What follows belongs to an exercise in optimizing a design on an open flow for small area, a short achievable clock period and few clock cycles per item; a production flow would make more cautious choices. In this exercise RTL edits were held to simulation tests only and were not proved equivalent to the original.

==> flow/design.v <==
module lwc (
  input  wire        clk,
  input  wire        rst,
  input  wire [31:0] pdi_data,
  input  wire        pdi_valid,
  output wire        pdi_ready,
  input  wire [31:0] sdi_data,
  input  wire        sdi_valid,
  output wire        sdi_ready,
  output wire [31:0] do_data,
  output wire        do_last,
  output wire        do_valid,
  input  wire        do_ready
);
  reg [319:0] st;           
  reg [127:0] key;
  reg [127:0] blk;          
  localparam BT_NONCE = 2'd0, BT_AD = 2'd1, BT_MSG = 2'd2, BT_TAG = 2'd3;
  localparam P_INSTR = 4'd0, P_KEY = 4'd1, P_NHDR = 4'd2, P_NONCE = 4'd3,
             P_AHDR = 4'd4, P_AD = 4'd5, P_APAD = 4'd6, P_MHDR = 4'd7,
             P_MSG = 4'd8, P_MPAD = 4'd9, P_THDR = 4'd10, P_TAG = 4'd11;
  localparam C_IDLE = 2'd0, C_PERM = 2'd1, C_TAG = 2'd2;
  localparam O_IDLE = 3'd0, O_DATA = 3'd1, O_THDR = 3'd2, O_TAG = 3'd3, O_STAT = 3'd4;
  reg        b_rdy;
  reg [1:0]  b_type;
  reg [4:0]  b_n;           
  reg        b_last;        
  reg [1:0]  wc;            
  reg [3:0]  ps;
  reg        p_dec;
  reg [15:0] rem;           
  reg        rle4, req4;    
  reg [2:0]  kcnt;
  reg [1:0]  kq;            
  reg [1:0]  cs;
  reg [3:0]  rnd;
  reg        lrnd;          
  reg        c_init;        
  reg        c_final;       
  reg        dpend;         
  reg [2:0]  os;
  reg        o_dec;
  reg        hdr_pend;
  reg        o_final;
  reg        tag_rdy;
  reg        fail;
  reg [1:0]  o_idx;
  reg [3:0]  obusy;         
  reg [31:0] od;
  reg        ol, ov;
  reg        pr, sr;
  reg [3:0]  wsel;          
  assign do_data   = od;
  assign do_last   = ol;
  assign do_valid  = ov;
  assign pdi_ready = pr;
  assign sdi_ready = sr;
  wire [63:0] x0 = st[319:256], x1 = st[255:192], x2 = st[191:128],
              x3 = st[127:64],  x4 = st[63:0];
  wire [7:0]  rc = {~rnd, rnd};
  wire [63:0] a0 = x0 ^ x4;
  wire [63:0] a2 = x2 ^ x1 ^ {56'd0, rc};
  wire [63:0] a4 = x4 ^ x3;
  wire [63:0] b0 = a0 ^ (~x1 & a2);
  wire [63:0] b1 = x1 ^ (~a2 & x3);
  wire [63:0] b2 = a2 ^ (~x3 & a4);
  wire [63:0] b3 = x3 ^ (~a4 & a0);
  wire [63:0] b4 = a4 ^ (~a0 & x1);
  wire [63:0] c0 = b0 ^ b4;
  wire [63:0] c1 = b1 ^ b0;
  wire [63:0] c2 = ~b2;
  wire [63:0] c3 = b3 ^ b2;
  wire [63:0] c4 = b4;
  wire [63:0] r0 = c0 ^ {c0[18:0], c0[63:19]} ^ {c0[27:0], c0[63:28]};
  wire [63:0] r1 = c1 ^ {c1[60:0], c1[63:61]} ^ {c1[38:0], c1[63:39]};
  wire [63:0] r2 = c2 ^ {c2[0],    c2[63:1]}  ^ {c2[5:0],  c2[63:6]};
  wire [63:0] r3 = c3 ^ {c3[9:0],  c3[63:10]} ^ {c3[16:0], c3[63:17]};
  wire [63:0] r4 = c4 ^ {c4[6:0],  c4[63:7]}  ^ {c4[40:0], c4[63:41]};
  wire last_rnd = lrnd;
  wire is_msg   = (b_type == BT_MSG);
  wire fin_blk  = is_msg && b_last;
  wire blk_ok   = b_rdy && (b_type == BT_AD || (is_msg && obusy == 4'd0));
  wire perm     = (cs == C_PERM);
  wire absorb   = perm && last_rnd && !c_final && blk_ok;
  wire st_step  = perm && (!last_rnd || c_final || blk_ok);
  wire etag     = (cs == C_TAG) && !o_dec && (os == O_THDR || os == O_TAG) &&
                  (b_rdy ? (b_type == BT_NONCE && kq == 2'd0) : wc == 2'd0);
  wire dtag     = (cs == C_TAG) && o_dec && b_rdy && b_type == BT_TAG;
  wire init     = b_rdy && b_type == BT_NONCE && kq == 2'd0 && (cs == C_IDLE || etag);
  wire dinit_ok = (cs == C_IDLE) && (kq == 2'd0);
  wire init_d   = pdi_valid && pr && ps == P_NONCE && wc == 2'd3 && dinit_ok;
  reg [15:0] bm, bp;        
  reg        rdec, k34, k23, dsep;
  integer j;
  wire [127:0] rrate = {r0, r1};
  reg  [127:0] rate_n, obk;
  always @* begin
    for (j = 0; j < 16; j = j + 1) begin
      obk[8*j +: 8] = rrate[8*j +: 8] ^ blk[8*j +: 8];
      if (bm[j])
        rate_n[8*j +: 8] = rdec ? blk[8*j +: 8] : obk[8*j +: 8];
      else
        rate_n[8*j +: 8] = rrate[8*j +: 8] ^ {bp[j], 7'd0};
    end
  end
  wire [63:0] x2_n = r2 ^ (k23 ? key[127:64] : 64'd0);
  wire [63:0] x3_n = r3 ^ (k23 ? key[63:0] : 64'd0) ^ (k34 ? key[127:64] : 64'd0);
  wire [63:0] x4_n = r4 ^ (k34 ? key[63:0] : 64'd0) ^ {63'd0, dsep};
  reg [127:0] obm;
  always @* begin
    for (j = 0; j < 16; j = j + 1)
      obm[8*j +: 8] = bm[j] ? obk[8*j +: 8] : 8'd0;
  end
  wire p_fire = pdi_valid && pr;
  wire s_fire = sdi_valid && sr;
  wire o_free = !ov || do_ready;
  wire [3:0] wmask = (b_n == 5'd0) ? 4'b0000 : (b_n <= 5'd4) ? 4'b1000 :
                     (b_n <= 5'd8) ? 4'b1100 : (b_n <= 5'd12) ? 4'b1110 : 4'b1111;
  reg [2:0]  kcnt_n; reg [1:0] kq_dec;
  reg [1:0]  cs_n;  reg [3:0] rnd_n; reg c_init_n, c_final_n, dpend_n;
  reg [2:0]  os_n;  reg o_final_n, tag_rdy_n, fail_n;
  reg [1:0]  o_idx_n; reg [3:0] obusy_n;
  reg [31:0] od_n;  reg ol_n, ov_n;
  reg        emit, hdr_clr, b_clr;
  always @* begin
    kcnt_n = kcnt; kq_dec = 2'd0;
    cs_n = cs; rnd_n = rnd; c_init_n = c_init; c_final_n = c_final; dpend_n = dpend;
    os_n = os; o_final_n = o_final;
    tag_rdy_n = tag_rdy; fail_n = fail; o_idx_n = o_idx; obusy_n = obusy;
    od_n = od; ol_n = ol; ov_n = ov;
    b_clr = 1'b0; hdr_clr = 1'b0;
    if (s_fire) begin
      kcnt_n = kcnt + 3'd1;
      if (kcnt == 3'd5) begin
        kcnt_n = 3'd0;
        kq_dec = 2'd1;
      end
    end
    if (perm) begin
      if (!last_rnd) rnd_n = rnd + 4'd1;
      else if (c_final) cs_n = C_TAG;
      else if (blk_ok) begin
        rnd_n = fin_blk ? 4'd0 : 4'd4;
        c_init_n = 1'b0;
        c_final_n = fin_blk;
        if (is_msg) begin
          dpend_n = 1'b0;
          obusy_n = wmask;
          o_idx_n = 2'd0;
          if (b_last) o_final_n = 1'b1;
        end
        b_clr = 1'b1;
      end
    end
    if (dtag) begin
      cs_n = C_IDLE; b_clr = 1'b1; tag_rdy_n = 1'b1;
      fail_n = (blk != st[127:0]);
    end
    if (etag) begin
      cs_n = C_IDLE; tag_rdy_n = 1'b1; fail_n = 1'b0;
      obusy_n = 4'b1111; o_idx_n = 2'd0;
    end
    if (init) begin
      cs_n = C_PERM; rnd_n = 4'd0; c_init_n = 1'b1; c_final_n = 1'b0; dpend_n = 1'b1;
      b_clr = 1'b1;
    end
    emit = 1'b0;
    if (o_free) begin
      case (os)
        O_IDLE: if (hdr_pend) begin
          emit = 1'b1; hdr_clr = 1'b1; os_n = O_DATA;
          od_n = {o_dec ? 8'h43 : 8'h52, 8'h00, rem}; ol_n = 1'b0;
        end
        O_DATA, O_TAG: if (obusy[~o_idx] && (os == O_DATA || tag_rdy)) begin
          emit = 1'b1;
          obusy_n[~o_idx] = 1'b0;
          o_idx_n = o_idx + 2'd1;
          case (o_idx)
            2'd0: od_n = blk[127:96];
            2'd1: od_n = blk[95:64];
            2'd2: od_n = blk[63:32];
            default: od_n = blk[31:0];
          endcase
          ol_n = 1'b0;
          if (os == O_TAG && o_idx == 2'd3) os_n = O_STAT;
        end
        O_THDR: begin
          emit = 1'b1; os_n = O_TAG;
          od_n = 32'h83000010; ol_n = 1'b0;
        end
        default: if (tag_rdy) begin
          emit = 1'b1; os_n = O_IDLE; tag_rdy_n = 1'b0;
          od_n = {fail ? 4'hF : 4'hE, 28'd0}; ol_n = 1'b1;
        end
      endcase
    end
    if (os == O_DATA && o_final && obusy == 4'd0) begin
      o_final_n = 1'b0;
      os_n = o_dec ? O_STAT : O_THDR;
    end
    ov_n = emit || (ov && !do_ready);
  end
  wire [3:0]  ps_a[0:1];  wire p_dec_a[0:1]; wire [15:0] rem_a[0:1];
  wire        rle4_a[0:1], req4_a[0:1]; wire [1:0] kq_a[0:1];
  wire        b_rdy_a[0:1]; wire [1:0] b_type_a[0:1]; wire [4:0] b_n_a[0:1];
  wire        b_last_a[0:1]; wire [1:0] wc_a[0:1]; wire hdr_pend_a[0:1];
  wire        o_dec_a[0:1], pr_a[0:1];
  wire [3:0]  wsel_a[0:1];
  wire        tag_blk = (cs_n == C_TAG) && !o_dec;
  wire        dtag_ok = (cs_n == C_TAG) && o_dec;
  genvar g;
  generate
    for (g = 0; g < 2; g = g + 1) begin : prs
      lwc_prs u (
        .pf(g == 1), .pdi_data(pdi_data),
        .ps(ps), .p_dec(p_dec), .rem(rem), .rle4(rle4), .req4(req4), .kq(kq),
        .b_rdy(b_rdy), .b_type(b_type), .b_n(b_n), .b_last(b_last), .wc(wc),
        .hdr_pend(hdr_pend), .o_dec(o_dec),
        .b_clr(b_clr), .hdr_clr(hdr_clr), .kq_dec(kq_dec),
        .obusy_n(obusy_n), .tag_blk(tag_blk), .os_idle_n(os_n == O_IDLE),
        .dtag_ok(dtag_ok), .dinit_ok(dinit_ok),
        .ps_n(ps_a[g]), .p_dec_n(p_dec_a[g]), .rem_n(rem_a[g]), .rle4_n(rle4_a[g]),
        .req4_n(req4_a[g]), .kq_n(kq_a[g]), .b_rdy_n(b_rdy_a[g]), .b_type_n(b_type_a[g]),
        .b_n_n(b_n_a[g]), .b_last_n(b_last_a[g]), .wc_n(wc_a[g]),
        .hdr_pend_n(hdr_pend_a[g]), .o_dec_n(o_dec_a[g]), .pr_n(pr_a[g]),
        .wsel_n(wsel_a[g]));
    end
  endgenerate
  wire pfi = p_fire;
  wire [1:0] kq_n = pfi ? kq_a[1] : kq_a[0];
  wire sr_n = (kq_n != 2'd0) && (cs_n != C_PERM) && !init_d;
  wire [3:0] rnd_x     = init_d ? 4'd0 : rnd_n;
  wire       c_init_x  = init_d ? 1'b1 : c_init_n;
  wire       c_final_x = init_d ? 1'b0 : c_final_n;
  wire       dpend_x   = init_d ? 1'b1 : dpend_n;
  wire [1:0] b_type_x  = pfi ? b_type_a[1] : b_type_a[0];
  wire       b_last_x  = pfi ? b_last_a[1] : b_last_a[0];
  wire [4:0] b_n_x     = pfi ? b_n_a[1] : b_n_a[0];
  wire       o_dec_x   = pfi ? o_dec_a[1] : o_dec_a[0];
  wire       lab_x     = (rnd_x == 4'd11) && !c_final_x;
  always @(posedge clk) begin
    rdec <= (b_type_x == BT_MSG) && o_dec_x;
    k34  <= (rnd_x == 4'd11) && (c_init_x || c_final_x);
    k23  <= lab_x && (b_type_x == BT_MSG) && b_last_x;
    dsep <= lab_x && dpend_x && (b_type_x == BT_MSG);
    for (j = 0; j < 16; j = j + 1) begin
      bm[15-j] <= lab_x && (j < b_n_x);
      bp[15-j] <= lab_x && b_last_x && (j == b_n_x);
    end
  end
  always @(posedge clk) begin
    if (rst) begin
      ps <= P_INSTR; p_dec <= 1'b0; rem <= 16'd0; kcnt <= 3'd0; kq <= 2'd0;
      rle4 <= 1'b1; req4 <= 1'b0; lrnd <= 1'b0;
      b_rdy <= 1'b0; b_type <= BT_NONCE; b_n <= 5'd0; b_last <= 1'b0; wc <= 2'd0;
      cs <= C_IDLE; rnd <= 4'd0; c_init <= 1'b0; c_final <= 1'b0; dpend <= 1'b0;
      os <= O_IDLE; o_dec <= 1'b0; hdr_pend <= 1'b0; o_final <= 1'b0;
      tag_rdy <= 1'b0; fail <= 1'b0; o_idx <= 2'd0; obusy <= 4'd0;
      ol <= 1'b0; ov <= 1'b0; pr <= 1'b1; sr <= 1'b0; wsel <= 4'd0;
    end else begin
      ps <= pfi ? ps_a[1] : ps_a[0];
      p_dec <= pfi ? p_dec_a[1] : p_dec_a[0];
      rem <= pfi ? rem_a[1] : rem_a[0];
      rle4 <= pfi ? rle4_a[1] : rle4_a[0];
      req4 <= pfi ? req4_a[1] : req4_a[0];
      kq <= kq_n;
      b_rdy <= pfi ? b_rdy_a[1] : b_rdy_a[0];
      b_type <= pfi ? b_type_a[1] : b_type_a[0];
      b_n <= pfi ? b_n_a[1] : b_n_a[0];
      b_last <= pfi ? b_last_a[1] : b_last_a[0];
      wc <= pfi ? wc_a[1] : wc_a[0];
      hdr_pend <= pfi ? hdr_pend_a[1] : hdr_pend_a[0];
      o_dec <= pfi ? o_dec_a[1] : o_dec_a[0];
      pr <= pfi ? pr_a[1] : pr_a[0];
      wsel <= pfi ? wsel_a[1] : wsel_a[0];
      kcnt <= kcnt_n; lrnd <= !init_d && (rnd_n == 4'd11);
      if (init_d) begin
        cs <= C_PERM; rnd <= 4'd0; c_init <= 1'b1; c_final <= 1'b0; dpend <= 1'b1;
      end else begin
        cs <= cs_n; rnd <= rnd_n; c_init <= c_init_n; c_final <= c_final_n; dpend <= dpend_n;
      end
      os <= os_n; o_final <= o_final_n;
      tag_rdy <= tag_rdy_n; fail <= fail_n; o_idx <= o_idx_n; obusy <= obusy_n;
      ol <= ol_n; ov <= ov_n; sr <= sr_n;
    end
  end
  always @(posedge clk) begin
    if (emit) od <= od_n;
    if (s_fire && kcnt >= 3'd2) key <= {key[95:0], sdi_data};
    if (init)
      st <= {64'h80800c0800000000, key, blk};
    else if (init_d)
      st <= {64'h80800c0800000000, key, blk[127:32], pdi_data};
    else if (st_step)
      st <= {rate_n, x2_n, x3_n, x4_n};
    if (etag)
      blk <= st[127:0];
    else if (absorb && is_msg)
      blk <= obm;
    else begin
      if (p_fire && wsel[3]) blk[127:96] <= pdi_data;
      if (p_fire && wsel[2]) blk[95:64]  <= pdi_data;
      if (p_fire && wsel[1]) blk[63:32]  <= pdi_data;
      if (p_fire && wsel[0]) blk[31:0]   <= pdi_data;
    end
  end
endmodule
module lwc_prs (
  input  wire        pf,
  input  wire [31:0] pdi_data,
  input  wire [3:0]  ps,
  input  wire        p_dec,
  input  wire [15:0] rem,
  input  wire        rle4, req4,
  input  wire [1:0]  kq,
  input  wire        b_rdy,
  input  wire [1:0]  b_type,
  input  wire [4:0]  b_n,
  input  wire        b_last,
  input  wire [1:0]  wc,
  input  wire        hdr_pend, o_dec,
  input  wire        b_clr, hdr_clr,
  input  wire [1:0]  kq_dec,
  input  wire [3:0]  obusy_n,
  input  wire        tag_blk, os_idle_n,
  input  wire        dtag_ok, dinit_ok,
  output reg  [3:0]  ps_n,
  output reg         p_dec_n,
  output reg  [15:0] rem_n,
  output wire        rle4_n, req4_n,
  output reg  [1:0]  kq_n,
  output reg         b_rdy_n,
  output reg  [1:0]  b_type_n,
  output reg  [4:0]  b_n_n,
  output reg         b_last_n,
  output reg  [1:0]  wc_n,
  output reg         hdr_pend_n, o_dec_n,
  output reg         pr_n,
  output reg  [3:0]  wsel_n
);
  localparam BT_NONCE = 2'd0, BT_AD = 2'd1, BT_MSG = 2'd2, BT_TAG = 2'd3;
  localparam P_INSTR = 4'd0, P_NHDR = 4'd2, P_NONCE = 4'd3,
             P_AHDR = 4'd4, P_AD = 4'd5, P_APAD = 4'd6, P_MHDR = 4'd7,
             P_MSG = 4'd8, P_MPAD = 4'd9, P_THDR = 4'd10, P_TAG = 4'd11;
  wire        seg_end = rle4;
  wire [4:0]  nbytes  = {wc, 2'b00} + (seg_end ? rem[2:0] : 3'd4);
  wire        blk_end = (wc == 2'd3) || seg_end;
  wire        full16  = (wc == 2'd3) && req4;
  wire        lz      = (pdi_data[15:0] == 16'd0);
  wire        hdr_in  = pf && (ps == P_AHDR || ps == P_MHDR);
  wire        dat_in  = pf && (ps == P_AD || ps == P_MSG);
  reg         tfree;
  assign rle4_n = hdr_in ? (pdi_data[15:0] <= 16'd4) : dat_in ? (seg_end || rem <= 16'd8) : rle4;
  assign req4_n = hdr_in ? (pdi_data[15:0] == 16'd4) : dat_in ? (rem == 16'd8) : req4;
  always @* begin
    ps_n = ps; p_dec_n = p_dec; rem_n = rem; kq_n = kq - kq_dec;
    b_rdy_n = b_rdy && !b_clr; b_type_n = b_type; b_n_n = b_n; b_last_n = b_last; wc_n = wc;
    hdr_pend_n = hdr_pend && !hdr_clr; o_dec_n = o_dec;
    case (ps)
      P_INSTR: if (pf) begin
        if (pdi_data[31:28] == 4'h7) begin
          kq_n = kq - kq_dec + 2'd1;
        end else begin
          ps_n = P_NHDR; p_dec_n = pdi_data[28];
        end
      end
      P_NHDR: if (pf) ps_n = P_NONCE;
      P_NONCE, P_TAG: if (pf) begin
        wc_n = wc + 2'd1;
        if (wc == 2'd3) begin
          b_rdy_n = !(ps == P_NONCE && dinit_ok);
          b_type_n = (ps == P_NONCE) ? BT_NONCE : BT_TAG;
          ps_n = (ps == P_NONCE) ? P_AHDR : P_INSTR;
        end
      end
      P_AHDR: if (pf) begin
        rem_n = pdi_data[15:0];
        ps_n = lz ? P_MHDR : P_AD;
      end
      P_AD, P_MSG: if (pf) begin
        wc_n = wc + 2'd1;
        rem_n = seg_end ? 16'd0 : rem - 16'd4;
        if (blk_end) begin
          wc_n = 2'd0;
          b_rdy_n = 1'b1;
          b_type_n = (ps == P_AD) ? BT_AD : BT_MSG;
          b_n_n = nbytes;
          b_last_n = seg_end && !full16;
          if (seg_end)
            ps_n = full16 ? ((ps == P_AD) ? P_APAD : P_MPAD)
                 : (ps == P_AD) ? P_MHDR : (p_dec ? P_THDR : P_INSTR);
        end
      end
      P_APAD, P_MPAD: if (!b_rdy) begin
        b_rdy_n = 1'b1;
        b_type_n = (ps == P_APAD) ? BT_AD : BT_MSG;
        b_n_n = 5'd0;
        b_last_n = 1'b1;
        ps_n = (ps == P_APAD) ? P_MHDR : (p_dec ? P_THDR : P_INSTR);
      end
      P_MHDR: if (pf) begin
        rem_n = pdi_data[15:0];
        hdr_pend_n = 1'b1;
        o_dec_n = p_dec;
        ps_n = lz ? P_MPAD : P_MSG;
      end
      P_THDR: if (pf) ps_n = P_TAG;
      default: ps_n = P_INSTR;
    endcase
    tfree = b_rdy_n && b_type_n == BT_TAG && dtag_ok;
    case (ps_n)
      P_INSTR:                 pr_n = !kq[1];
      P_NHDR, P_THDR:          pr_n = 1'b1;
      P_AHDR:                  pr_n = !hdr_pend_n;
      P_NONCE:                 pr_n = (!b_rdy_n || tfree) && !obusy_n[~wc_n] &&
                                      !(tag_blk && wc_n == 2'd0);
      P_TAG:                   pr_n = !b_rdy_n && !obusy_n[~wc_n] &&
                                      !(tag_blk && wc_n == 2'd0);
      P_AD:                    pr_n = !b_rdy_n && !obusy_n[~wc_n] &&
                                      !(tag_blk && wc_n == 2'd0);
      P_MSG:                   pr_n = !b_rdy_n && !obusy_n[~wc_n] && !hdr_pend_n;
      P_MHDR:                  pr_n = os_idle_n && !hdr_pend_n;
      default:                 pr_n = 1'b0;
    endcase
    if (pf && ps == P_AHDR)
      pr_n = !b_rdy_n && !obusy_n[~wc] && !(tag_blk && wc == 2'd0) &&
             os_idle_n && !hdr_pend_n;
    wsel_n = 4'd0;
    if (ps_n == P_NONCE || ps_n == P_AD || ps_n == P_MSG || ps_n == P_TAG)
      wsel_n[~wc_n] = 1'b1;
  end
endmodule
==> flow/run.sh <==
#!/bin/bash
# synth_recipe.tcl (not shown) runs the flow's synth.tcl, then flattens the netlist and writes it again
# the make line also repeats each setting of config.mk as NAME=value (left out here)
make -C /OpenROAD-flow-scripts/flow DESIGN_CONFIG=/design/flow/config.mk WORK_HOME=/design/flow/orfs CLKGATE_MAP_FILE= SYNTH_SCRIPT=/design/flow/synth_recipe.tcl finish
==> flow/config.mk <==
export PLATFORM = sky130hd
export DESIGN_NAME = lwc
export DESIGN_NICKNAME = lwc
export VERILOG_FILES = /design/flow/design.v
export SDC_FILE = /design/flow/constraint.sdc
export NUM_CORES = 4
export LEC_CHECK = 0
export CAP_MARGIN = 20
export CORE_MARGIN = 2
export CORE_UTILIZATION = 50
export PLACE_DENSITY = 0.7
export SETUP_SLACK_MARGIN = 3.0
export SLEW_MARGIN = 20
==> flow/constraint.sdc <==
create_clock -name core_clock -period 6.0 [get_ports {clk}]
set_input_delay 1.2000 -clock core_clock [delete_from_list [all_inputs] [get_ports {clk}]]
set_output_delay 1.2000 -clock core_clock [all_outputs]
set_load 0.01 [all_outputs]
==> flow_summary_export.csv, run 1 <==
group,metric,value,unit
floorplan,initial_core_util,50.5,%
floorplan,core,106000,sq um
setup_path,path_delay_family,"simple AND/OR/NAND/NOR gates",
cells_and_area,fillCellCount,9227,
global_routing,grt-ovfl-total,0,
global_routing,grt_util_met1,64.7,%
flow_run,drv_cap,0,
worst_hold_path,timing.hold.worst.class,"reg2reg",
sta,max_clock_freq,317,MHz
global_routing,antenna_found_initial,23,
floorplan,die_h,331,um
setup_path,required,6430,ps
clocking,clk_path_buf_depth,3,
sta,tns,0,ps
cells_and_area,layout.nets,6139,
setup_path,cp.arrival,3590,ps
sta,max-slew-margin-rel,2.50,%
synthesis,yosysTopAreaCell,"edfxtp_1",
synthesis,seq_area_frac_synth,37.0,%
setup_path,cp_max_fo,22,
synthesis,syn-num-nets,6021,
detailed_routing,wl,282,mm
clocking,hold_buffers,0,
setup_path,crit_chain,"or4_4 > or4_4 > buf_4 > a21oi_2 > o21a_1 > a21oi_1",
global_routing,busiest_layer,"met2",
clocking,clock-sinks,715,
detailed_routing,drtPass1Iterations,9,
floorplan,pin_count,105,
synthesis,synth_top_cells_by_area,"edfxtp_1 (31%), xnor2_1 (18%), xor2_1 (7.3%)",
synthesis,ys_ff_latch,715,
sta,rsz0062_at_grt,"yes",
floorplan,num_rows,119,
global_routing,first_global_vias,44406,
setup_path,critPathMaxStageDelay,790,ps
setup_path,cp_num_buf_inv,1,
setup_path,crit_path_frequent_cell,"or4_4",
synthesis,synthTopCellsByCount,"xnor2_1 (1,084), nand2_1 (823), edfxtp_1 (544), o21ai_0 (539), xor2_1 (446)",
floorplan,die_area,109000,sq um
setup_path,critPathKind,"reg2reg",
global_routing,met3_usage,17.8,%
synthesis,synth_area,53300,sq um
sta,finClkSkew,36.3,ps
global_routing,grt_max_degree,163,
sta,period_needed,3160,ps
detailed_routing,wire_per_inst,38.1,um
detailed_routing,ant_nets,0,
cells_and_area,drive_gt1_share,12.4,%
synthesis,yosysUniqueCellTypes,86,
setup_path,slowest_stage,"or4_4",
clocking,clockRootBuffer,"clkbuf_16",
synthesis,ys_warn_count,2,
detailed_routing,first_iter_violations,9092,
place,hpwl,208,mm
synthesis,synth.avg_cell_area,9.18,sq um
sta,setup_viol,0,
cells_and_area,synthToLayoutAreaGrowth,17.8,%
setup_path,start_kind,"flip-flop",
sta,hold_viol,0,
detailed_routing,vias,49510,
floorplan,die_w,331,um
setup_path,cp-end-kind,"flip-flop",
synthesis,synth_top_area_share,30.6,%
clocking,cts_buffers,87,
global_routing,grt_pass1_wl,376,mm
place,gp_congestion,1.13,
detailed_routing,drc,0,
synthesis,synth.most_common_cell,"xnor2_1",
place,io_buffers,104,
clocking,cts_tree,"yes",
clocking,path_clk_slew,60,ps
synthesis,syn_inst,5813,
synthesis,synthFlopType,"edfxtp_1",
synthesis,ys_async_sr_fraction,0,%
global_routing,grt_util_met2,68.9,%
sta,tightest_slew,1460,ps
sta,finalMaxSlewViolations,0,
clocking,worstSkewPairLatency,720,ps
sta,post-route-period-util,52.7,%
outcome,outcome,"complete, no violations",
synthesis,synth_edf_count,544,
clocking,cts-htree-levels,3,
global_routing,grt_util_all_layers,50.6,%
detailed_routing,viasPerCell,6.69,
cell usage in the layout, fill, tap and decap left out, drive strengths merged, types with 25 or more instances in the layout:
cell type	Yosys	final
a22oi	42	42
clkbuf	268	121
buf	49	228
nor3	63	63
xor2	447	447
nand2	823	826
a222oi	32	32
nand2b	71	71
ha	139	139
o21a	93	93
dfxtp	171	171
a31oi	28	28
o211ai	51	51
a21oi	335	335
clkdlybuf4s50	0	87
nand4	30	30
nand3	35	36
mux2i	30	30
clkinv	0	29
edfxtp	544	544
xnor2	1084	1084
xnor3	63	63
nor4	25	25
nor2	260	261
inv	218	219
o41ai	29	29
o21ai	545	545
and2	31	32
a21boi	33	33
and3	28	28
area by class of cell:
class                      instances  area (sq um)  area share (%)
clock buffer                     119          2440            3.89
tap                             1391          1740            2.77
clock inverter                    42           485           0.773
multi-input combinational       4571         34200            54.5
antenna                            7          17.5          0.0279
sequential                       715         19800            31.5
timing repair buffer             338          3310            5.27
inverter                         218           822            1.31
timing repair:
action | in CTS | in global routing
gates cloned | 12 | 3
gates resized for setup | 237 | 159
pin swaps | 19 | 29
setup endpoints to repair | 842 | 619
setup buffers | 17 | 37
hold endpoints to repair | 0 | 0
cell families (layout without fill, tap and decap cells):
kind of cell	count (synthesis)	in the layout	synth area share (%)
xor gates and xnor gates	1598	1598	28.0
muxes	34	34	0.711
other	0	7	0
adders and majority gates	139	139	3.26
buffers and inverters	535	717	3.86
and+or+nand+nor	1454	1461	12.0
AOI/OAI and AO/OA	1338	1339	15.2
DFF	715	715	37.0
metrics by stage:
| stage | std cells | hold slack, ps | setup WS, ps | cell area [sq um] | utilization [%] |
|---|---|---|---|---|---|
| after floorplan | 5813 | 450 | -190 | 53400 | - |
| after global placement | 7162 | 467 | 1550 | 56600 | 53.6 |
| after detailed placement | 7163 | 476 | 1530 | 56700 | 53.7 |
| after CTS | 7353 | 493 | 2880 | 61500 | 58.2 |
| after global routing | 7395 | 519 | 2860 | 62800 | 59.5 |
| final | 7401 | 487 | 2840 | 62800 | 59.5 |
worst reg2reg max path: cells and delay by family, from the launching register on:
kind | cells | cell delay [ps]
flip-flops | 1 | 320
buffers and inverters | 1 | 410
AND/OR/NAND/NOR | 2 | 1410
AO/OA/AOI/OAI | 3 | 770
routing by layer:
metal  vias to the layer above  part of all wire (%)  routed length, um
met1                     24079                    35             100000
met4                        22                    10              29000
met2                      4154                    39             110000
met5                         -                 0.081                228
met3                      1004                    15              42700
li1                      20251                     -                  -
sequential cells by signal (all words and copies together) (netlist names), 2 cells and up:
name / cells
wsel: 4
rnd: 4
b_n: 5
st: 320
obusy: 4
kcnt: 3
kq: 2
o_idx: 2
b_type: 2
os: 3
od: 32
bm: 16
wc: 2
cs: 2
bp: 16
rem: 16
blk: 128
ps: 4
key: 128
path summary, 6_finish.rpt:
check / endpoint / slack, ps / startpoint / cells past startpoint
min reg2reg: c_init / 490 / c_init / 2
max: blk[53] / 2840 / obusy[0] / 6
max reg2reg: blk[53] / 2840 / obusy[0] / 6
min: c_init / 490 / c_init / 2
Testbench counts, summed over its fixed seeds: cycles 19,275, bytes 20,910.
==> run 2, diff against run 1 <==
--- a/flow/config.mk
+++ b/flow/config.mk
@@ -8,6 +8,7 @@
 export CAP_MARGIN = 20
 export CORE_MARGIN = 2
 export CORE_UTILIZATION = 50
+export CTS_BUF_LIST = sky130_fd_sc_hd__clkbuf_4 sky130_fd_sc_hd__clkbuf_8
 export PLACE_DENSITY = 0.7
 export SETUP_SLACK_MARGIN = 3.0
 export SLEW_MARGIN = 20
==> run 2 against run 1 <==
Against the previous run:
- still clean on timing, DRC and antenna
- non-clock buffer count grew 10
- clock-buffer cell count up 86
- final area down 0.33%
- worst setup slack got worse by 78 ps
- synthesized area did not move
- die area did not move
- clock skew rose by 17 ps
- flip-flop and latch count stayed put
- synthesized cell count is the same
==> flow_summary_export.csv, run 2 <==
group,metric,value,unit
outcome,outcome,"complete, no violations",
synthesis,ys_async_sr_fraction,0,%
setup_path,reg2reg_slack,2760,ps
global_routing,grt_pass1_wl,378,mm
setup_path,critPathKind,"reg2reg",
sta,holdWs,490,ps
detailed_routing,viasPerCell,6.66,
sta,max-slew-margin-rel,13.1,%
setup_path,r2r-start,"blk[103]",
synthesis,synth_area,53300,sq um
sta,rsz0062_at_grt,"yes",
synthesis,ys_ff_latch,715,
place,io_buffers,104,
synthesis,seq_area_frac_synth,37.0,%
detailed_routing,wl_met1,100,mm
sta,post-route-period-util,54.0,%
setup_path,cp-end-kind,"flip-flop",
detailed_routing,drc,0,
cells_and_area,final_common_cell,"xnor2_1",
setup_path,cp_max_fo,5,
setup_path,required,6710,ps
floorplan,die_h,331,um
global_routing,grt_max_degree,163,
global_routing,grt-ovfl-total,0,
setup_path,cp.arrival,3950,ps
synthesis,yosysTopAreaCell,"edfxtp_1",
worst_hold_path,hold_start,"c_init",
cells_and_area,mostFrequentLayoutCells,"xnor2_1 (946), nand2_1 (810), edfxtp_1 (544)",
cells_and_area,largest_reg_flops,320,
flow_run,drv_cap,0,
place,gp_congestion,1.13,
sta,max_clock_freq,309,MHz
sta,hold_viol,0,
cells_and_area,drive_gt1_share,14.0,%
sta,tns,0,ps
floorplan,num_rows,119,
sta,setup_viol,0,
cells_and_area,synthToLayoutAreaGrowth,17.4,%
detailed_routing,dr_wl_met3,43.7,mm
sta,fin_ws,2760,ps
detailed_routing,wl,283,mm
setup_path,start_kind,"flip-flop",
sta,period_needed,3240,ps
synthesis,synth.avg_cell_area,9.18,sq um
clocking,clock-sinks,715,
sta,finalMaxSlewViolations,0,
synthesis,yosysUniqueCellTypes,86,
synthesis,synthTopCellsByCount,"xnor2_1 (1,084), nand2_1 (823), edfxtp_1 (544), o21ai_0 (539), xor2_1 (446)",
detailed_routing,wire_per_inst,37.7,um
synthesis,ys_warn_count,2,
sta,finClkSkew,52.9,ps
synthesis,synth.most_common_cell,"xnor2_1",
global_routing,antenna_found_initial,25,
place,hpwl,208,mm
detailed_routing,routed-wl-met2,110,mm
cells_and_area,reg_top3,"st x320, blk x128, key x128",
place,place_ws,1530,ps
floorplan,core,106000,sq um
floorplan,initial_core_util,50.5,%
detailed_routing,ant_nets,0,
worst_hold_path,timing.hold.worst.class,"reg2reg",
setup_path,startpoint,"blk[103]",
clocking,cts_buffers,140,
sta,tightest_slew,1290,ps
detailed_routing,highest_layer,"met5",
clocking,path_clk_slew,60,ps
floorplan,die_area,109000,sq um
detailed_routing,first_iter_violations,9230,
detailed_routing,drtPass1Iterations,9,
clocking,cts-htree-levels,4,
detailed_routing,vias,50014,
synthesis,synthFlopType,"edfxtp_1",
global_routing,grt_util_all_layers,51.0,%
floorplan,pin_count,105,
synthesis,synth_top_cells_by_area,"edfxtp_1 (31%), xnor2_1 (18%), xor2_1 (7.3%)",
cells_and_area,layout.nets,6202,
synthesis,syn_inst,5813,
synthesis,synth_edf_count,544,
clocking,cts_tree,"yes",
clocking,worstSkewPairLatency,900,ps
clocking,clk_path_buf_depth,3,
synthesis,synth_top_area_share,30.6,%
synthesis,syn-num-nets,6021,
global_routing,first_global_vias,44935,
clocking,clockRootBuffer,"clkbuf_8",
cells_and_area,regMostFlops,"st",
floorplan,die_w,331,um
run 2: cell counts after synthesis:
Identical to the previous run, type by type.
run 2: layout make-up:
type                       instances  area (sq um)
antenna                           14          35.0
clock buffer                     205          2530
multi-input combinational       4571         34200
fill                            9371         42900
inverter                         218           822
clock inverter                    51           300
sequential                       715         19800
timing repair buffer             348          3250
tap                             1391          1740
run 2: repair_timing:
| action | CTS | global route |
|---|---|---|
| hold buffers | 0 | 0 |
| setup buffers | 19 | 47 |
| pin swaps | 14 | 22 |
| gates cloned | 13 | 0 |
| endpoints found under the setup margin | 841 | 582 |
| gates resized for setup | 227 | 144 |
run 2: per-stage QoR:
stage	std cells	cell area [sq um]	util, %
after floorplan	5813	53400	-
after global placement	7162	56600	53.6
after detailed placement	7163	56700	53.7
after CTS	7451	61300	58.0
after global routing	7503	62600	59.3
final	7513	62600	59.3
run 2: path summary, 6_finish.rpt:
kind,endpoint,cells past startpoint
worst max-delay path,fail,6
worst min register to register,c_init,2
worst max register to register,fail,6
worst min-delay path,c_init,2
run 2: routing by layer:
| layer | track usage, % | up-vias |
|---|---|---|
| li1 | - | 20404 |
| met1 | 64.3 | 24337 |
| met2 | 68.7 | 4195 |
| met3 | 19.3 | 1058 |
| met4 | 42.3 | 20 |
| met5 | 0 | - |
run 2: logic make-up after synthesis:
| logic type | synth area share [%] |
|---|---|
| AO/OA/AOI/OAI | 15.2 |
| XOR/XNOR | 28.0 |
| adder cells (fa/ha/maj) | 3.26 |
| buffers and inverters | 3.86 |
| flip-flops | 37.0 |
| multiplexers | 0.711 |
| AND/OR/NAND/NOR | 12.0 |
run 2: worst max-delay path, cell delays in order, from the launching register on:
cell and delay (ps):
edfxtp_1 580, xnor2_1 540, nand4_1 380, nor4_1 550, nand4_1 230, nor4_4 640, a2111oi_0 150
==> run 3, diff against run 2 <==
--- a/flow/config.mk
+++ b/flow/config.mk
@@ -8,7 +8,6 @@
 export CAP_MARGIN = 20
 export CORE_MARGIN = 2
 export CORE_UTILIZATION = 50
-export CTS_BUF_LIST = sky130_fd_sc_hd__clkbuf_4 sky130_fd_sc_hd__clkbuf_8
 export PLACE_DENSITY = 0.7
 export SETUP_SLACK_MARGIN = 3.0
-export SLEW_MARGIN = 20
+export SLEW_MARGIN = 60
==> run 3 against run 2 <==
Against the previous run:
- still clean on timing, DRC and antenna
- via count increased by 0.20%
- flip-flop and latch count unchanged
- register-to-register slack gained 110 ps
- clock-buffer cell count fell by 82
- maximum frequency up 3.6%
- critical path depth rose by 1
- critical path type unchanged
- critical endpoint unchanged
==> flow_summary_export.csv, run 3 <==
group,metric,value,unit
setup_path,required,6590,ps
synthesis,synth_area,53300,sq um
clocking,clockRootBuffer,"clkbuf_16",
synthesis,synthFlopType,"edfxtp_1",
clocking,cts_tree,"yes",
sta,finClkSkew,24.2,ps
synthesis,ys_async_sr_fraction,0,%
floorplan,initial_core_util,50.5,%
detailed_routing,viasPerCell,6.68,
flow_run,drv_cap,0,
synthesis,synth_top_area_share,30.6,%
synthesis,synth.avg_cell_area,9.18,sq um
sta,period_needed,3120,ps
cells_and_area,drive_gt1_share,15.7,%
clocking,hold_buffers,0,
detailed_routing,routed-wl-met2,111,mm
floorplan,pin_count,105,
cells_and_area,fillCellCount,9042,
detailed_routing,wire_per_inst,37.7,um
cells_and_area,reg_top3,"st x320, blk x128, key x128",
detailed_routing,ant_nets,0,
sta,tightest_slew,712,ps
synthesis,yosysUniqueCellTypes,86,
detailed_routing,wl,283,mm
detailed_routing,dr_wl_met3,43.6,mm
global_routing,grt_max_degree,86,
synthesis,synth_edf_count,544,
setup_path,start_kind,"flip-flop",
setup_path,crit_path_frequent_cell,"nand4_1",
setup_path,crit_chain,"xnor2_1 > nand4_1 > nor4_1 > nand4_1 > nor4_4 > buf_4 > a2111oi_0",
cells_and_area,mostFrequentLayoutCells,"xnor2_1 (888), nand2_1 (809), edfxtp_1 (544)",
setup_path,critPathMaxStageDelay,560,ps
floorplan,die_area,109000,sq um
detailed_routing,highest_layer,"met5",
clocking,clk_path_buf_depth,3,
setup_path,reg2reg_slack,2880,ps
synthesis,synth.most_common_cell,"xnor2_1",
sta,rsz0062_at_grt,"yes",
sta,max_clock_freq,320,MHz
synthesis,syn_inst,5813,
sta,max-slew-margin-rel,52.2,%
clocking,worstSkewPairLatency,720,ps
clocking,path_clk_slew,60,ps
synthesis,syn-num-nets,6021,
synthesis,synth_top_cells_by_area,"edfxtp_1 (31%), xnor2_1 (18%), xor2_1 (7.3%)",
setup_path,critPathKind,"reg2reg",
setup_path,cp.arrival,3710,ps
cells_and_area,layout.nets,6240,
sta,finalMaxSlewViolations,0,
floorplan,core,106000,sq um
cells_and_area,largest_reg_flops,320,
setup_path,startpoint,"blk[77]",
detailed_routing,drtPass1Iterations,10,
setup_path,cp_max_fo,6,
cells_and_area,register_area,19800,sq um
place,io_buffers,104,
global_routing,grt_util_all_layers,50.5,%
synthesis,yosysTopAreaCell,"edfxtp_1",
global_routing,first_global_vias,44815,
synthesis,ys_warn_count,2,
clocking,clock-sinks,715,
detailed_routing,vias,50114,
sta,setup_viol,0,
cells_and_area,final_common_cell,"xnor2_1",
synthesis,synthTopCellsByCount,"xnor2_1 (1,084), nand2_1 (823), edfxtp_1 (544), o21ai_0 (539), xor2_1 (446)",
cells_and_area,multi_input_area,35200,sq um
worst_hold_path,hold_start,"c_init",
floorplan,die_h,331,um
sta,post-route-period-util,52.1,%
sta,tns,0,ps
synthesis,seq_area_frac_synth,37.0,%
cells_and_area,final_cell_area,65100,sq um
floorplan,die_w,331,um
synthesis,ys_ff_latch,715,
floorplan,num_rows,119,
place,gp_congestion,1.13,
global_routing,antenna_found_initial,12,
sta,hold_viol,0,
cells_and_area,synthToLayoutAreaGrowth,22.1,%
outcome,outcome,"complete, no violations",
detailed_routing,drc,0,
cells_and_area,regMostFlops,"st",
cells_and_area,fin_util,61.7,%
global_routing,grt-ovfl-total,0,
detailed_routing,wl_met1,100,mm
setup_path,r2r-start,"blk[77]",
place,place_area,60100,sq um
place,hpwl,213,mm
clocking,cts-htree-levels,3,
worst_hold_path,timing.hold.worst.class,"reg2reg",
setup_path,slowest_stage,"nor4_1",
detailed_routing,first_iter_violations,9081,
setup_path,cp-end-kind,"flip-flop",
global_routing,grt_pass1_wl,375,mm
clocking,cts_buffers,88,
==> run 3: area by class of cell <==
cell class	instances	share of cell area (%)
antenna	7	0.0269
clock buffer	123	4.00
clock inverter	42	0.671
inverter	218	1.27
multi-input combinational	4568	54.0
sequential	715	30.4
tap	1391	2.67
timing repair buffer	441	6.94
==> run 3: what timing repair did <==
| item | in CTS | in global routing |
|---|---|---|
| pin swaps | 12 | 14 |
| setup endpoints to repair | 584 | 221 |
| cloned | 13 | 5 |
| gates resized for setup | 64 | 86 |
| hold endpoints to repair | 0 | 0 |
| buffers inserted | 18 | 38 |
==> run 3: metrics by stage <==
stage	hold WS [ps]	std cells	setup slack, ps
floorplan	450	5813	-190
global placement	467	7162	1550
detailed placement	473	7249	1330
CTS	488	7445	2900
global route	521	7499	2910
finish	488	7505	2880
==> run 3: worst max-delay path: cells and delay by family, from the launching register on <==
kind	cells	cell delay (ps)
buffers and inverters	1	230
and+or+nand+nor	4	1670
AOI/OAI and AO/OA	1	80
DFF	1	530
xor gates and xnor gates	1	490
==> run 3: layer usage <==
metal  vias up  track usage (%)
met2      4303             69.7
met5         -           0.0435
met3       992             17.6
met1     24373             64.6
li1      20436                -
met4        10             38.7
==> run 3: final timing paths <==
path                            depth (start not counted)      to
worst min register to register                          2  c_init
worst max-delay path                                    7    fail
worst min-delay path                                    2  c_init
worst max register to register                          7    fail
==> run 3: logic make-up (layout without fill, tap and decap cells) <==
kind of cell / Yosys count / count (layout) / synth area share [%]
xor+xnor: 1598 / 1598 / 28.0
simple gates: 1454 / 1459 / 12.0
compound gates: 1338 / 1338 / 15.2
flops: 715 / 715 / 37.0
buf+inv: 535 / 824 / 3.86
fa+ha+maj: 139 / 139 / 3.26
mux: 34 / 34 / 0.711
other cells: 0 / 7 / 0
==> run 4, diff against run 3 <==
--- a/flow/config.mk
+++ b/flow/config.mk
@@ -8,6 +8,8 @@
 export CAP_MARGIN = 20
 export CORE_MARGIN = 2
 export CORE_UTILIZATION = 50
+export CTS_CLUSTER_DIAMETER = 90
+export CTS_CLUSTER_SIZE = 20
 export PLACE_DENSITY = 0.7
 export SETUP_SLACK_MARGIN = 3.0
 export SLEW_MARGIN = 60
==> run 4 against run 3 <==
Against the previous run:
- clock skew rose by 19 ps
- clock-buffer cell count shrank 52
- core utilization is 1.3 points lower
- global-route usage shrank 0.38 points
- critical endpoint is now blk[121]
- highest routed layer unchanged
==> flow_summary_export.csv, run 4 <==
group,metric,value,unit
synthesis,synth_edf_count,544,
worst_hold_path,timing.hold.worst.class,"reg2reg",
clocking,cts_tree,"yes",
sta,finalMaxSlewViolations,0,
synthesis,ys_async_sr_fraction,0,%
floorplan,die_area,109000,sq um
clocking,clockRootBuffer,"clkbuf_16",
detailed_routing,viasPerCell,6.67,
sta,post-route-period-util,52.1,%
clocking,cts_buffers,48,
worst_hold_path,hold_start,"c_init",
outcome,outcome,"complete, no violations",
synthesis,synth_top_cells_by_area,"edfxtp_1 (31%), xnor2_1 (18%), xor2_1 (7.3%)",
cells_and_area,final_common_cell,"xnor2_1",
synthesis,ys_ff_latch,715,
clocking,clock-sinks,715,
setup_path,cp_num_buf_inv,1,
cells_and_area,reg_top3,"st x320, blk x128, key x128",
place,gp_congestion,1.13,
setup_path,cp-end-kind,"flip-flop",
synthesis,ys_warn_count,2,
setup_path,required,6530,ps
floorplan,num_rows,119,
synthesis,syn_inst,5813,
sta,max_clock_freq,320,MHz
global_routing,first_global_vias,44243,
synthesis,yosysUniqueCellTypes,86,
clocking,worstSkewPairLatency,720,ps
synthesis,yosysTopAreaCell,"edfxtp_1",
cells_and_area,final_cell_count_no_fill,7439,
floorplan,core,106000,sq um
sta,period_needed,3120,ps
synthesis,seq_area_frac_synth,37.0,%
cells_and_area,regMostFlops,"st",
synthesis,synthTopCellsByCount,"xnor2_1 (1,084), nand2_1 (823), edfxtp_1 (544), o21ai_0 (539), xor2_1 (446)",
detailed_routing,ant_nets,0,
global_routing,grt_pass1_wl,373,mm
setup_path,cp.arrival,3660,ps
cells_and_area,synthToLayoutAreaGrowth,19.5,%
floorplan,pin_count,105,
synthesis,synth.avg_cell_area,9.18,sq um
setup_path,rr_worst_depth,9,
cells_and_area,largest_reg_flops,320,
detailed_routing,drc,0,
global_routing,antenna_found_initial,19,
place,hpwl,213,mm
setup_path,start_kind,"flip-flop",
detailed_routing,vias,49583,
flow_run,drv_cap,0,
place,io_buffers,104,
clocking,clk_path_buf_depth,3,
setup_path,crit_chain,"xnor2_1 > nand2_1 > xor2_4 > xnor2_2 > buf_2 > xnor3_1 > xnor2_1 > nand2_1 > a22oi_1",
setup_path,path_delay_family,"XOR/XNOR gates",
setup_path,reg2reg_slack,2880,ps
worst_hold_path,min_to,"c_init",
cells_and_area,mostFrequentLayoutCells,"xnor2_1 (886), nand2_1 (811), edfxtp_1 (544)",
global_routing,grt-ovfl-total,0,
worst_hold_path,holdPathStages,2,
sta,finClkSkew,43.4,ps
setup_path,critPathMaxStageDelay,510,ps
floorplan,initial_core_util,50.5,%
floorplan,die_h,331,um
sta,setup_viol,0,
detailed_routing,wire_per_inst,37.7,um
sta,max-slew-margin-rel,54.5,%
setup_path,critPathKind,"reg2reg",
sta,tightest_slew,678,ps
cells_and_area,fin_util,60.4,%
setup_path,slowest_stage,"xnor2_1",
clocking,cts-htree-levels,2,
synthesis,synthFlopType,"edfxtp_1",
synthesis,synth_area,53300,sq um
cells_and_area,drive_gt1_share,15.0,%
synthesis,syn-num-nets,6021,
floorplan,die_w,331,um
clocking,hold_buffers,0,
setup_path,r2r-start,"st[12]",
place,place_inst,7249,
sta,hold_viol,0,
setup_path,rr_endpoint,"blk[121]",
setup_path,cp_max_fo,5,
cells_and_area,layout.nets,6209,
cells_and_area,final_cell_area,63800,sq um
synthesis,synth_top_area_share,30.6,%
place,place_area,60100,sq um
global_routing,grt_util_all_layers,50.1,%
synthesis,synth.most_common_cell,"xnor2_1",
global_routing,grt_max_degree,86,
detailed_routing,first_iter_violations,9049,
detailed_routing,wl,281,mm
sta,rsz0062_at_grt,"yes",
clocking,path_clk_slew,90,ps
detailed_routing,drtPass1Iterations,9,
[run 4: changes by cell type in the layout (fill, tap and decap cells not counted), sizes merged, moves of 2 or more]
cell and delta:
buf +7, bufinv -5, clkbuf -51, clkdlybuf4s15 +2
clkdlybuf4s50 -3, clkinv -20
[run 4: layout make-up]
type / instances / area, sq um
flip-flops and latches: 715 / 19800
fillers: 9178 / 41800
diodes: 8 / 20.0
well taps: 1391 / 1740
inverters: 218 / 826
multi-input cells: 4568 / 35200
repair buffers: 450 / 4550
clock buffers: 71 / 1380
clock inverters: 18 / 238
[run 4: worst max path at each step]
stage	from	to	depth (start not counted)
after floorplan	pdi_valid	st[0]	7
after detailed placement	pdi_valid	st[53]	9
after global routing	st[28]	blk[73]	8
after CTS	b_type[0]	bp[6]	9
final	st[12]	blk[121]	9
after global placement	pdi_valid	st[149]	6
[run 4: metrics by stage]
stage	hold WS, ps	TNS, ps	setup WS, ps
2_1_floorplan	450	-48640	-190
3_3_place_gp	467	0	1550
3_5_place_dp	473	0	1330
4_1_cts	496	0	2920
5_1_grt	526	0	2940
6_report	495	0	2880
[run 4: logic make-up (layout without fill, tap and decap cells)]
group           after synthesis  count (layout)  synth area share (%)
xor+xnor                   1598            1598                  28.0
simple gates               1454            1459                  12.0
compound gates             1338            1338                  15.2
flops                       715             715                  37.0
buf+inv                     535             757                  3.86
fa+ha+maj                   139             139                  3.26
mux                          34              34                 0.711
other cells                   0               8                     0
[run 4: what timing repair did]
action | 4_1_cts | 5_1_grt
gates resized for setup | 68 | 94
setup buffers | 19 | 48
pin swaps | 12 | 18
endpoints found under the setup margin | 582 | 225
gates cloned | 13 | 5
[run 4: routing by layer]
layer | wire length [um] | share of wire, % | track usage [%]
met1 | 99600 | 36 | 63.9
met2 | 110000 | 39 | 68.7
met3 | 42500 | 15 | 17.6
met4 | 28700 | 10 | 39.6
met5 | 100 | 0.036 | 0
[run 4: worst min-delay path, cell delays in order (launching register included)]
cell	delay (ps)
dfxtp_1	320
a21oi_1	70
nor2_1	80
==> run 5, diff against run 4 <==
--- a/flow/config.mk
+++ b/flow/config.mk
@@ -12,4 +12,4 @@
 export CTS_CLUSTER_SIZE = 20
 export PLACE_DENSITY = 0.7
 export SETUP_SLACK_MARGIN = 3.0
-export SLEW_MARGIN = 60
+export SLEW_MARGIN = 20
==> run 5 against run 4 <==
Against the previous run:
- still clean
- non-clock buffer count fell by 98
- worst setup slack lost 56 ps
- register-to-register slack got worse by 60 ps
- synthesized area is the same
- synthesized cell count unchanged
- final area is 3.4% lower
- routed wire length rose by 0.14%
- critical endpoint is now fail
- largest cell class unchanged
==> flow_summary_export.csv, run 5 <==
group,metric,value,unit
sta,setup_viol,0,
global_routing,grt_util_all_layers,50.2,%
clocking,clock-sinks,715,
worst_hold_path,timing.hold.worst.class,"reg2reg",
cells_and_area,layout.nets,6115,
setup_path,cp_max_fo,4,
floorplan,num_rows,119,
synthesis,synth.avg_cell_area,9.18,sq um
cells_and_area,multi_input_area,34200,sq um
global_routing,first_global_vias,43932,
sta,finalMaxSlewViolations,0,
synthesis,synthFlopType,"edfxtp_1",
clocking,cts_buffers,48,
setup_path,crit_path_frequent_cell,"nand4_1",
synthesis,synth-xor-area-share,28.0,%
clocking,hold_buffers,0,
sta,finClkSkew,52.6,ps
floorplan,pin_count,105,
sta,hold_viol,0,
synthesis,yosysUniqueCellTypes,86,
cells_and_area,fin_util,58.3,%
sta,max_clock_freq,315,MHz
global_routing,grt_max_degree,163,
setup_path,crit_chain,"buf_4 > xnor2_2 > nand4_1 > nor4_1 > nand4_1 > nor4_4 > a2111oi_0",
synthesis,seq_area_frac_synth,37.0,%
setup_path,critPathMaxStageDelay,640,ps
floorplan,initial_core_util,50.5,%
setup_path,cp.arrival,3710,ps
synthesis,ys_async_sr_fraction,0,%
detailed_routing,viasPerCell,6.69,
detailed_routing,drc,0,
setup_path,required,6530,ps
detailed_routing,ant_nets,0,
cells_and_area,register_area,19800,sq um
synthesis,syn_inst,5813,
detailed_routing,drtPass1Iterations,7,
flow_run,drv_cap,0,
synthesis,synth_top_cells_by_area,"edfxtp_1 (31%), xnor2_1 (18%), xor2_1 (7.3%)",
cells_and_area,mostFrequentLayoutCells,"xnor2_1 (940), nand2_1 (813), edfxtp_1 (544)",
sta,rsz0062_at_grt,"yes",
place,hpwl,208,mm
worst_hold_path,holdPathStages,2,
setup_path,critPathKind,"reg2reg",
floorplan,core,106000,sq um
cells_and_area,fillCellCount,9335,
floorplan,die_h,331,um
cells_and_area,reg_top3,"st x320, blk x128, key x128",
synthesis,synth-compound-area-share,15.2,%
place,io_buffers,104,
sta,max-slew-margin-rel,6.73,%
synthesis,synthMuxAreaShare,0.711,%
clocking,cts_tree,"yes",
clocking,path_clk_slew,100,ps
detailed_routing,wire_per_inst,38.3,um
setup_path,cp-end-kind,"flip-flop",
synthesis,ys_warn_count,2,
setup_path,rr_worst_depth,7,
synthesis,synth_top_family_by_area,"XOR/XNOR gates",
global_routing,grt-ovfl-total,0,
sta,post-route-period-util,53.0,%
global_routing,grt_pass1_wl,373,mm
cells_and_area,final_cell_area,61600,sq um
synthesis,synth.most_common_cell,"xnor2_1",
synthesis,synth_area,53300,sq um
cells_and_area,final_common_cell,"xnor2_1",
clocking,cts-htree-levels,2,
setup_path,slowest_stage,"nor4_4",
clocking,clockRootBuffer,"clkbuf_16",
cells_and_area,drive_gt1_share,11.9,%
place,place_area,56700,sq um
cells_and_area,regMostFlops,"st",
sta,period_needed,3180,ps
cells_and_area,largest_reg_flops,320,
detailed_routing,wl,281,mm
global_routing,antenna_found_initial,14,
detailed_routing,vias,49146,
floorplan,die_w,331,um
floorplan,die_area,109000,sq um
synthesis,syn-num-nets,6021,
clocking,clk_path_buf_depth,3,
synthesis,synth_edf_count,544,
sta,tightest_slew,1400,ps
detailed_routing,first_iter_violations,8941,
outcome,outcome,"complete, no violations",
synthesis,ys_ff_latch,715,
sta,tns,0,ps
synthesis,synthTopCellsByCount,"xnor2_1 (1,084), nand2_1 (823), edfxtp_1 (544), o21ai_0 (539), xor2_1 (446)",
cells_and_area,synthToLayoutAreaGrowth,15.4,%
synthesis,synthSimpleGateAreaFrac,12.0,%
synthesis,synth_top_area_share,30.6,%
place,gp_congestion,1.13,
setup_path,start_kind,"flip-flop",
synthesis,yosysTopAreaCell,"edfxtp_1",
clocking,worstSkewPairLatency,720,ps
synthesis,synth_fa_ha_area_share,3.26,%
run 5: cell counts after synthesis:
No cell type changed its count.
run 5: metal layers:
metal	up-vias	global-route usage, %	part of all wire, %
li1	20146	-	-
met1	23831	64.3	35
met2	4180	68.4	39
met3	977	16.4	15
met4	12	41.9	10
met5	-	0	0.030
run 5: worst paths after layout:
path                            slack [ps]       to     from
worst max-delay path                  2820     fail   st[28]
worst min-delay path                   500  st[267]  st[267]
worst max register to register        2820     fail   st[28]
worst min register to register         500  st[267]  st[267]
run 5: worst max-delay path: cells and delay by family (launching register included):
family	cells	cell delay, ps
xor+xnor	1	390
buf+inv	1	200
flops	1	530
compound gates	1	150
simple gates	4	1720
run 5: final cells by class:
class	instances	area share (%)
Multi-Input combinational cell	4572	55.6
Antenna cell	4	0.0163
Tap cell	1391	2.83
Inverter	218	1.33
Clock inverter	19	0.382
Timing Repair Buffer	352	5.44
Clock buffer	70	2.27
Sequential cell	715	32.1
run 5: cells by family (layout without fill, tap and decap cells):
family,after synthesis,after routing
adders and majority gates,139,139
buffers and inverters,535,659
and+or+nand+nor,1454,1462
muxes,34,34
AOI/OAI and AO/OA,1338,1339
DFF,715,715
xor gates and xnor gates,1598,1598
other,0,4
run 5: repair_timing:
action,CTS,global route
pin swaps,18,33
buffers inserted,21,50
resized for setup,224,168
endpoints found under the setup margin,841,635
gates cloned,11,3
run 5: per-stage QoR:
stage | cells | setup WS, ps | hold WS [ps]
2_1_floorplan | 5813 | -190 | 450
3_3_place_gp | 7162 | 1550 | 467
3_5_place_dp | 7163 | 1530 | 476
4_1_cts | 7284 | 2870 | 498
5_1_grt | 7337 | 2880 | 524
6_report | 7341 | 2820 | 500

[separate check: timing with driven ports]
No port has a modelled driver above. Below, the same layouts with a new extraction and two added sets of constraints. Step 1, drivers: a clkbuf_16 drives clk and a buf_2 each remaining input, both assumed. Step 2 adds t to the input delays and takes it off the output delays; t is the mean of the earliest and latest rising clock arrival at the registers after step 1. Input paths then give back, and output paths get back, about the clock's delay inside the block. Slacks: ideal ports / drivers / drivers and shift; pairs: ideal ports / drivers.
run	t, ns	setup WS [ns]	worst setup path after step 2
run 1	0.772	2.841 / 2.841 / 2.248	input to register
run 2	0.959	2.763 / 2.763 / 2.132	input to register
run 3	0.796	2.877 / 2.877 / 2.204	input to register
run 4	0.766	2.876 / 2.876 / 2.295	input to register
run 5	0.765	2.820 / 2.820 / 2.222	input to register
After both steps every run listed still meets setup and hold. For run 3, which loses most, drivers alone change the setup slack by 0.000 ns; drivers and shift together by -0.673 ns.
